Source: an optimization exercise on an open RTL-to-GDS flow (aim: small area and a short achievable clock period). Production flows keep margins and buffers that such runs may drop. No driver is modelled on the clock port, so clock power and skew are understated where the tree is cut down; a real chip needs a root buffer or a tree. No activity file was given, so power comes from the tool's default toggle rates.

## P
==> module xspi_top, before the edit <==
module xspi_top (
    input  wire        clk,
    input  wire        rst_n,
    input  wire        start,
    input  wire [7:0]  command,
    input  wire [47:0] address,
    input  wire [63:0] wr_data,
    output reg  [63:0] rd_data,
    output reg         done,
    output reg         ready,
    output reg         xspi_cs_n,
    output reg  [7:0]  xspi_io
);
    reg  [8:0]  jc;
    reg         is_wr;       
    reg         is_rd;       
    reg         clr_pend;    
    reg  [63:0] mem;         
    wire is_oth = ~is_wr & ~is_rd;
    wire [17:0] st;          
    assign st[0] = ~jc[0] & ~jc[8];
    genvar n;
    generate
        for (n = 1; n <= 8; n = n + 1) begin : g_up
            assign st[n] = jc[n - 1] & ~jc[n];
        end
        for (n = 10; n <= 17; n = n + 1) begin : g_down
            assign st[n] = ~jc[n - 10] & jc[n - 9];
        end
    endgenerate
    assign st[9] = jc[0] & jc[8];
    wire up_1_8  = jc[0] & ~jc[8];   
    wire st_9_15 = jc[8] & jc[6];    
    wire fin = (st[8] & is_oth) | (st[16] & is_wr) | st[17];
    always @(posedge clk or negedge rst_n) begin
        if (!rst_n)
            jc <= 9'd0;
        else if (fin)
            jc <= 9'd0;
        else
            jc <= {jc[7:0], ~jc[8] & (jc[0] | start)};
    end
    always @(posedge clk or negedge rst_n) begin
        if (!rst_n)
            clr_pend <= 1'b1;
        else if (st[8])
            clr_pend <= 1'b0;
    end
    always @(posedge clk) begin
        if (st[1]) begin
            is_wr <= (command == 8'hA5);
            is_rd <= (command == 8'hFF);
        end
    end
    wire [15:0] io_sel;
    assign io_sel[0]  = st[1];                      
    assign io_sel[1]  = st[7];                      
    assign io_sel[2]  = st[6];                      
    assign io_sel[3]  = st[5];                      
    assign io_sel[4]  = st[4];                      
    assign io_sel[5]  = st[3];                      
    assign io_sel[6]  = st[2];                      
    assign io_sel[7]  = is_wr & st[15];             
    assign io_sel[8]  = is_wr & st[14];             
    assign io_sel[9]  = is_wr & st[13];             
    assign io_sel[10] = is_wr & st[12];             
    assign io_sel[11] = is_wr & st[11];             
    assign io_sel[12] = is_wr & st[10];             
    assign io_sel[13] = is_wr & st[9];              
    assign io_sel[14] = is_wr & st[8];              
    assign io_sel[15] = is_rd & (st[8] | st_9_15);  
    wire [7:0] io_nx;
    xspi_bytesel io_mux (
        .sel(io_sel),
        .src({mem[63:56], wr_data, address, command}),
        .y(io_nx)
    );
    always @(posedge clk) begin
        xspi_io   <= io_nx;
        xspi_cs_n <= ~((up_1_8 & ~(st[8] & is_oth)) | st_9_15
                       | (st[16] & is_rd));
        done      <= fin;
        ready     <= st[16] & is_rd;
    end
    reg mem_wsh;     
    reg mem_rot;     
    reg rd_ld;       
    always @(posedge clk) begin
        mem_wsh <= is_wr & (st[8] | st_9_15);
        mem_rot <= is_rd & (st[7] | st[8] | st[9] | st[10] | st[11]
                            | st[12] | st[13] | st[14]);
        rd_ld   <= is_rd & st[15];
    end
    wire [7:0] mem_in = (mem_wsh ? xspi_io : mem[63:56]) & {8{~clr_pend}};
    always @(posedge clk) begin
        if (clr_pend | mem_wsh | mem_rot)
            mem <= {mem[55:0], mem_in};
    end
    always @(posedge clk) begin
        if (clr_pend | rd_ld)
            rd_data <= mem;
    end
endmodule
==> module xspi_bytesel, before the edit <==
module xspi_bytesel (
    input  wire [15:0]  sel,
    input  wire [127:0] src,
    output wire [7:0]   y
);
    genvar b;
    generate
        for (b = 0; b < 8; b = b + 1) begin : g_bit
            wire [15:0] bits;
            genvar k;
            for (k = 0; k < 16; k = k + 1) begin : g_src
                assign bits[k] = sel[k] & src[8 * k + b];
            end
            assign y[b] = |bits;
        end
    endgenerate
endmodule
==> flow/config.mk <==
export PLATFORM = sky130hd
export DESIGN_NAME = xspi_top
export DESIGN_NICKNAME = xspi_top
export VERILOG_FILES = /design/flow/design.v
export SDC_FILE = /design/flow/constraint.sdc
export NUM_CORES = 4
export LEC_CHECK = 0
export ABC_CLOCK_PERIOD_IN_PS = 2100
export CAP_MARGIN = 20
export CORE_MARGIN = 2
export CORE_UTILIZATION = 40
export SLEW_MARGIN = 20
export SYNTH_HIERARCHICAL = 1
export SYNTH_MINIMUM_KEEP_SIZE = 0
==> flow/constraint.sdc <==
create_clock -name core_clock -period 7.0 [get_ports {clk}]
set_input_delay 1.4000 -clock core_clock [delete_from_list [all_inputs] [get_ports {clk}]]
set_output_delay 1.4000 -clock core_clock [all_outputs]
set_load 0.01 [all_outputs]
standard.sh (not shown) runs the stock make flow with config.mk's settings and CLKGATE_MAP_FILE= SYNTH_SCRIPT=/design/flow/synth_recipe.tcl, a recipe that flattens the netlist after the stock synthesis.
==> flow/flow/run.sh <==
#!/bin/bash
# Layout flow: the standard ORFS flow (standard.sh), with these changes.
#  - The port buffers are plain buf_1 cells.
#  - flow/mycts.tcl replaces ORFS's CTS step. The clock port drives one
#    clock inverter, which drives CTS_NBUF clock inverters, each driving one
#    cluster of flip-flops. Then timing repair aims at CTS_MARGIN ns of setup
#    slack, and an area recovery pass gives each cell the smallest size that
#    keeps the worst slack that repair reached.
set -euo pipefail
export BUFFER_PORTS_ARGS="-buffer_cell sky130_fd_sc_hd__buf_1"
RES=$PWD/orfs/results/$FLOW_PLATFORM/xspi_top/base

bash standard.sh "BUFFER_PORTS_ARGS=$BUFFER_PORTS_ARGS" place > flow_1_to_3_place.log 2>&1

PLATFORM_DIR=$FLOW_HOME/platforms/$FLOW_PLATFORM RES=$RES CLK_PORT=clk \
  CTS_ROOT=sky130_fd_sc_hd__clkinv_16 CTS_NBUF=6 CTS_BUFCELL=sky130_fd_sc_hd__clkinv_8 \
  SETUP_SLACK_MARGIN=4.85 AREA_RECOVER=1 AR_MAX_SLEW=0.4 AR_EPS=0.003 \
  openroad -no_init -exit flow/mycts.tcl > flow_4_cts.log 2>&1
cp $RES/4_1_cts.odb $RES/4_cts.odb
touch $RES/4_cts.sdc

bash standard.sh "BUFFER_PORTS_ARGS=$BUFFER_PORTS_ARGS" finish > flow_5_to_6_finish.log 2>&1
Other scripts of this flow, unchanged in this note and not shown: flow/flow/mycts.tcl
P ran to completion and came out clean on the timing, DRC and antenna checks.
For Q, these inputs were changed with respect to P:
--- a/flow/design.v
+++ b/flow/design.v
@@ -83,16 +83,15 @@
         ready     <= st[16] & is_rd;
     end
-    reg mem_wsh;     
-    reg mem_rot;     
+    reg mem_sh;      
     reg rd_ld;       
     always @(posedge clk) begin
-        mem_wsh <= is_wr & (st[8] | st_9_15);
-        mem_rot <= is_rd & (st[7] | st[8] | st[9] | st[10] | st[11]
-                            | st[12] | st[13] | st[14]);
-        rd_ld   <= is_rd & st[15];
+        mem_sh <= (is_wr & (st[8] | st_9_15))
+                | (is_rd & (st[7] | st[8] | st[9] | st[10] | st[11]
+                            | st[12] | st[13] | st[14]));
+        rd_ld  <= is_rd & st[15];
     end
-    wire [7:0] mem_in = (mem_wsh ? xspi_io : mem[63:56]) & {8{~clr_pend}};
+    wire [7:0] mem_in = (is_wr ? xspi_io : mem[63:56]) & {8{~clr_pend}};
     always @(posedge clk) begin
-        if (clr_pend | mem_wsh | mem_rot)
+        if (clr_pend | mem_sh)
             mem <= {mem[55:0], mem_in};
     end
@@ -107,14 +106,38 @@
     output wire [7:0]   y
 );
-    genvar b;
+    genvar b, p;
     generate
         for (b = 0; b < 8; b = b + 1) begin : g_bit
-            wire [15:0] bits;
-            genvar k;
-            for (k = 0; k < 16; k = k + 1) begin : g_src
-                assign bits[k] = sel[k] & src[8 * k + b];
+            wire [7:0] pair_n;   
+            for (p = 0; p < 8; p = p + 1) begin : g_pair
+                xspi_aoi22 u_aoi (
+                    .a1(sel[2 * p]),     .a2(src[16 * p + b]),
+                    .b1(sel[2 * p + 1]), .b2(src[16 * p + 8 + b]),
+                    .y(pair_n[p])
+                );
             end
-            assign y[b] = |bits;
+            wire lo, hi;
+            xspi_nand4 u_lo (.a(pair_n[3:0]), .y(lo));
+            xspi_nand4 u_hi (.a(pair_n[7:4]), .y(hi));
+            xspi_or2 u_or (.a(lo), .b(hi), .y(y[b]));
         end
     endgenerate
 endmodule
+module xspi_aoi22 (
+    input  wire a1, a2, b1, b2,
+    output wire y
+);
+    assign y = ~((a1 & a2) | (b1 & b2));
+endmodule
+module xspi_nand4 (
+    input  wire [3:0] a,
+    output wire       y
+);
+    assign y = ~&a;
+endmodule
+module xspi_or2 (
+    input  wire a, b,
+    output wire y
+);
+    assign y = a | b;
+endmodule
## What came out
Summary of the comparison: post-layout utilization of the core is lower in Q, relative to P. Of the two values seen for endpoint of the most critical setup path, xspi_io[7] was produced by P and rd_data[6] by Q. Clock input transition at the sequential cells of the worst setup and hold paths across Q and P: no real change. Diff P..Q | fraction of layout cells with a size suffix above 1 | negligible. Summary: worst-case headroom to the max-slew limit, Q worse than P. [Q vs P] sequential share of layout area: lower in Q. The final reports for Q and P show via count of the first global-routing pass lower in the former. Cell area power density shrinks by a few percent when moving from P to Q. Clock network fraction of design power sits higher in Q than in P. Looking at Q and P, the power attributed to the clock group is a wash. Of Q and P, the run reporting the lower wire length after detailed routing was Q. P reports its startpoint of the most critical setup path as xspi_io[7] while Q reports rd_data[6]. Lower multi-input gate share of the layout cell area among Q and P: P. When Q is set beside P, its placed instance area turns out to be 280 um2 larger. Comparing Q and P, reg-to-reg setup timing slack is lower on P.
Function was not checked in any run of this note: the RTL went through the layout flow alone. In every run of this note, the design's own scripts or RTL, not TritonCTS, make the clock network.

-- afterwards: timing with drivers on the ports --
How much do the figures lean on ideal ports? The routed layouts below were timed once more, with nothing changed but the port constraints.
Step 1, drivers: a clkbuf_16 drives clk and a buf_2 each remaining input, both assumed.
Step 2 also shifts input and output timing later by t, the mid clock arrival at the registers, as if the neighbouring blocks saw the same clock.
a / b / c = ideal ports / drivers / drivers and shift; a / b = the first two.
| run | shift t [ns] | slack for setup (ns) | worst hold slack (ns) | clock arrival spread, ns | worst slew at a driven data input, ns |
|---|---|---|---|---|---|
| P | 0.282 | 4.829 / 4.754 / 4.642 | 0.442 / 0.442 / 0.442 | 0.017 / 0.017 | 0.07 |
| Q | 0.278 | 4.803 / 4.731 / 4.575 | 0.447 / 0.447 / 0.447 | 0.019 / 0.019 | 0.07 |
After both steps setup and hold are still met in every run listed. For Q, which loses most, drivers alone change the setup slack by -0.072 ns; drivers and shift together by -0.228 ns.
